From an optimization exercise on the open Yosys and OpenROAD flow, aimed at small area; shortcuts taken in it are not production practice.
In this exercise RTL edits were held to simulation tests only and were not proved equivalent to the original.
No driver is modelled on the clock port, so clocking that relies on it looks cheaper here than on a real chip.
Power is estimated from default activity; no workload was simulated.

Setup of pepper:
## TOP_UPdown
module TOP_UPdown(
    input i_clk,
    input i_reset,
    input [2:0] i_button,
    output o_LED_UP_down
    );
For scale: ~240 cells after synthesis, roughly 83 flip-flops, ~6 I/O pins, roughly 3000 sq um of cells after synthesis.
==> flow/config.mk <==
export PLATFORM = sky130hd
export DESIGN_NAME = TOP_UPdown
export DESIGN_NICKNAME = TOP_UPdown
export VERILOG_FILES = /design/flow/design.v
export SDC_FILE = /design/flow/constraint.sdc
export NUM_CORES = 4
export LEC_CHECK = 0
export CAP_MARGIN = 20
export CORE_MARGIN = 2
export CORE_UTILIZATION = 40
export CTS_BUF_LIST = sky130_fd_sc_hd__clkbuf_8
export CTS_CLUSTER_DIAMETER = 500
export CTS_CLUSTER_SIZE = 100
export SLEW_MARGIN = 20
==> flow/constraint.sdc <==
create_clock -name core_clock -period 10.0 [get_ports {i_clk}]
set_input_delay 2.0000 -clock core_clock [delete_from_list [all_inputs] [get_ports {i_clk}]]
set_output_delay 2.0000 -clock core_clock [all_outputs]
set_load 0.01 [all_outputs]
run.sh (not shown) runs the stock make flow with config.mk's settings and CLKGATE_MAP_FILE= SYNTH_SCRIPT=/design/flow/synth_recipe.tcl, a recipe that flattens the netlist after the stock synthesis.
Input-level comparison between umber and pepper:
Settings: CTS_CLUSTER_SIZE no longer set, was 100; CTS_CLUSTER_DIAMETER no longer set, was 500; CTS_BUF_LIST no longer set, was sky130_fd_sc_hd__clkbuf_8.
==> flow/flow/run.sh (new file) <==
#!/bin/bash
set -euo pipefail
W=$(pwd)
export REMOVE_ABC_BUFFERS=1
export POST_FLOORPLAN_TCL="$W/flow/downsize.tcl"
export BUFFER_PORTS_ARGS="-buffer_cell sky130_fd_sc_hd__buf_1"
export CTS_ARGS="-sink_clustering_enable -repair_clock_nets -dont_use_dummy_load -buf_list sky130_fd_sc_hd__clkbuf_4"
export POST_CTS_TCL="$W/flow/clocktree.tcl"
bash standard.sh > "$W/flow_make.log" 2>&1
==> flow/flow/clocktree.tcl (new file) <==
estimate_parasitics -placement
set n 0
foreach inst [[ord::get_db_block] getInsts] {
  if { [[$inst getMaster] getName] ne "sky130_fd_sc_hd__clkbuf_4" } {
    continue
  }
  set worst 0
  foreach it [[[$inst findITerm X] getNet] getITerms] {
    if { [$it isOutputSignal] || [[$it getMTerm] getName] ne "CLK" } {
      continue
    }
    set pin [get_pins [[$it getInst] getName]/[[$it getMTerm] getName]]
    set slew [get_property $pin slew_max]
    if { $slew > $worst } {
      set worst $slew
    }
  }
  if { $worst > 0.115 } {
    puts "clock buffer [$inst getName]: sink slew $worst, using clkbuf_8"
    replace_cell [$inst getName] sky130_fd_sc_hd__clkbuf_8
    incr n
  }
}
puts "upsized $n clock buffers"
if { $n > 0 } {
  detailed_placement
  check_placement -verbose
  estimate_parasitics -placement
}
==> flow/flow/downsize.tcl (new file) <==
# Put every combinational cell back to its smallest drive strength
# (flip-flops, clock cells, ties and physical cells are left as they are).
set db [ord::get_db]
set n 0
foreach inst [[ord::get_db_block] getInsts] {
  set master [[$inst getMaster] getName]
  if { ![regexp {^sky130_fd_sc_hd__([a-z0-9]+)_([0-9]+)$} $master -> base size] } {
    continue
  }
  if { $size <= 1 || [regexp {^(s?e?df|dl|clk|tap|fill|decap|conb|diode|lpflow|probe)} $base] } {
    continue
  }
  foreach s {1 0} {
    set cand "sky130_fd_sc_hd__${base}_$s"
    if { $cand ne $master && [$db findMaster $cand] ne "NULL" } {
      puts "downsize [$inst getName] $master -> $cand"
      replace_cell [$inst getName] $cand
      incr n
      break
    }
  }
}
puts "downsized $n cells"
==> flow/standard.sh (new file) <==
#!/bin/bash
# synth_recipe.tcl (not shown) runs the flow's synth.tcl, then flattens the netlist and writes it again
# the make line also repeats each setting of config.mk as NAME=value (left out here)
make -C /OpenROAD-flow-scripts/flow DESIGN_CONFIG=/design/flow/config.mk WORK_HOME=/design/flow/orfs CLKGATE_MAP_FILE= SYNTH_SCRIPT=/design/flow/synth_recipe.tcl "${@:-finish}"
removed: flow/run.sh
### Flow results
The final reports for umber and pepper show wire length of the first global-routing pass lower in the former. For pepper, the cell at the slowest stage of the critical path was sky130_fd_sc_hd__clkdlybuf4s50_1, unlike umber, where it was sky130_fd_sc_hd__dfrtp_1. Re power: umber is about 11% down on pepper. Taking umber over pepper, the final RePlAce weighted congestion ratio works out to 0.939.
Relative to umber, the following input files were edited for amber:
==> flow/run.sh (new file) <==
#!/bin/bash
# synth_recipe.tcl (not shown) runs the flow's synth.tcl, then flattens the netlist and writes it again
# the make line also repeats each setting of config.mk as NAME=value (left out here)
make -C /OpenROAD-flow-scripts/flow DESIGN_CONFIG=/design/flow/config.mk WORK_HOME=/design/flow/orfs CLKGATE_MAP_FILE= SYNTH_SCRIPT=/design/flow/synth_recipe.tcl finish
removed: flow/flow/run.sh
removed: flow/flow/clocktree.tcl
removed: flow/flow/downsize.tcl
removed: flow/standard.sh
## What came out
When amber is measured against umber, its proportion of power drawn by flip-flops and latches turns out 8.0 points lower. Summary of the comparison: first-pass GRT wire length is higher in amber, relative to umber. Final period utilization is lower on umber. On per-cell via count in the routed design: between amber and umber, it ends up higher for umber.

==> port drivers added, routing unchanged <==
No port has a modelled driver above. Below, the same layouts with a new extraction and two added sets of constraints.
Step 1 sets driving cells, clkbuf_16 on the clock port and buf_2 on the other inputs (assumed; they add their load-dependent delay and slew).
Step 2, shift: input delay + t, output delay - t, t = (earliest + latest rising clock arrival at the registers) / 2. This alone moves slack from input paths to output paths.
Three values: ideal, step 1, step 2; two values: the first two.
| run | shift t [ns] | slack for setup (ns) | pins driven straight from the clock port |
|---|---|---|---|
| pepper | 0.371 | 6.146 / 6.116 / 6.270 | 1 |
| umber | 0.426 | 6.482 / 6.455 / 6.664 | 1 |
| amber | 0.371 | 6.146 / 6.116 / 6.269 | 1 |
After both steps setup and hold are still met in every run listed.
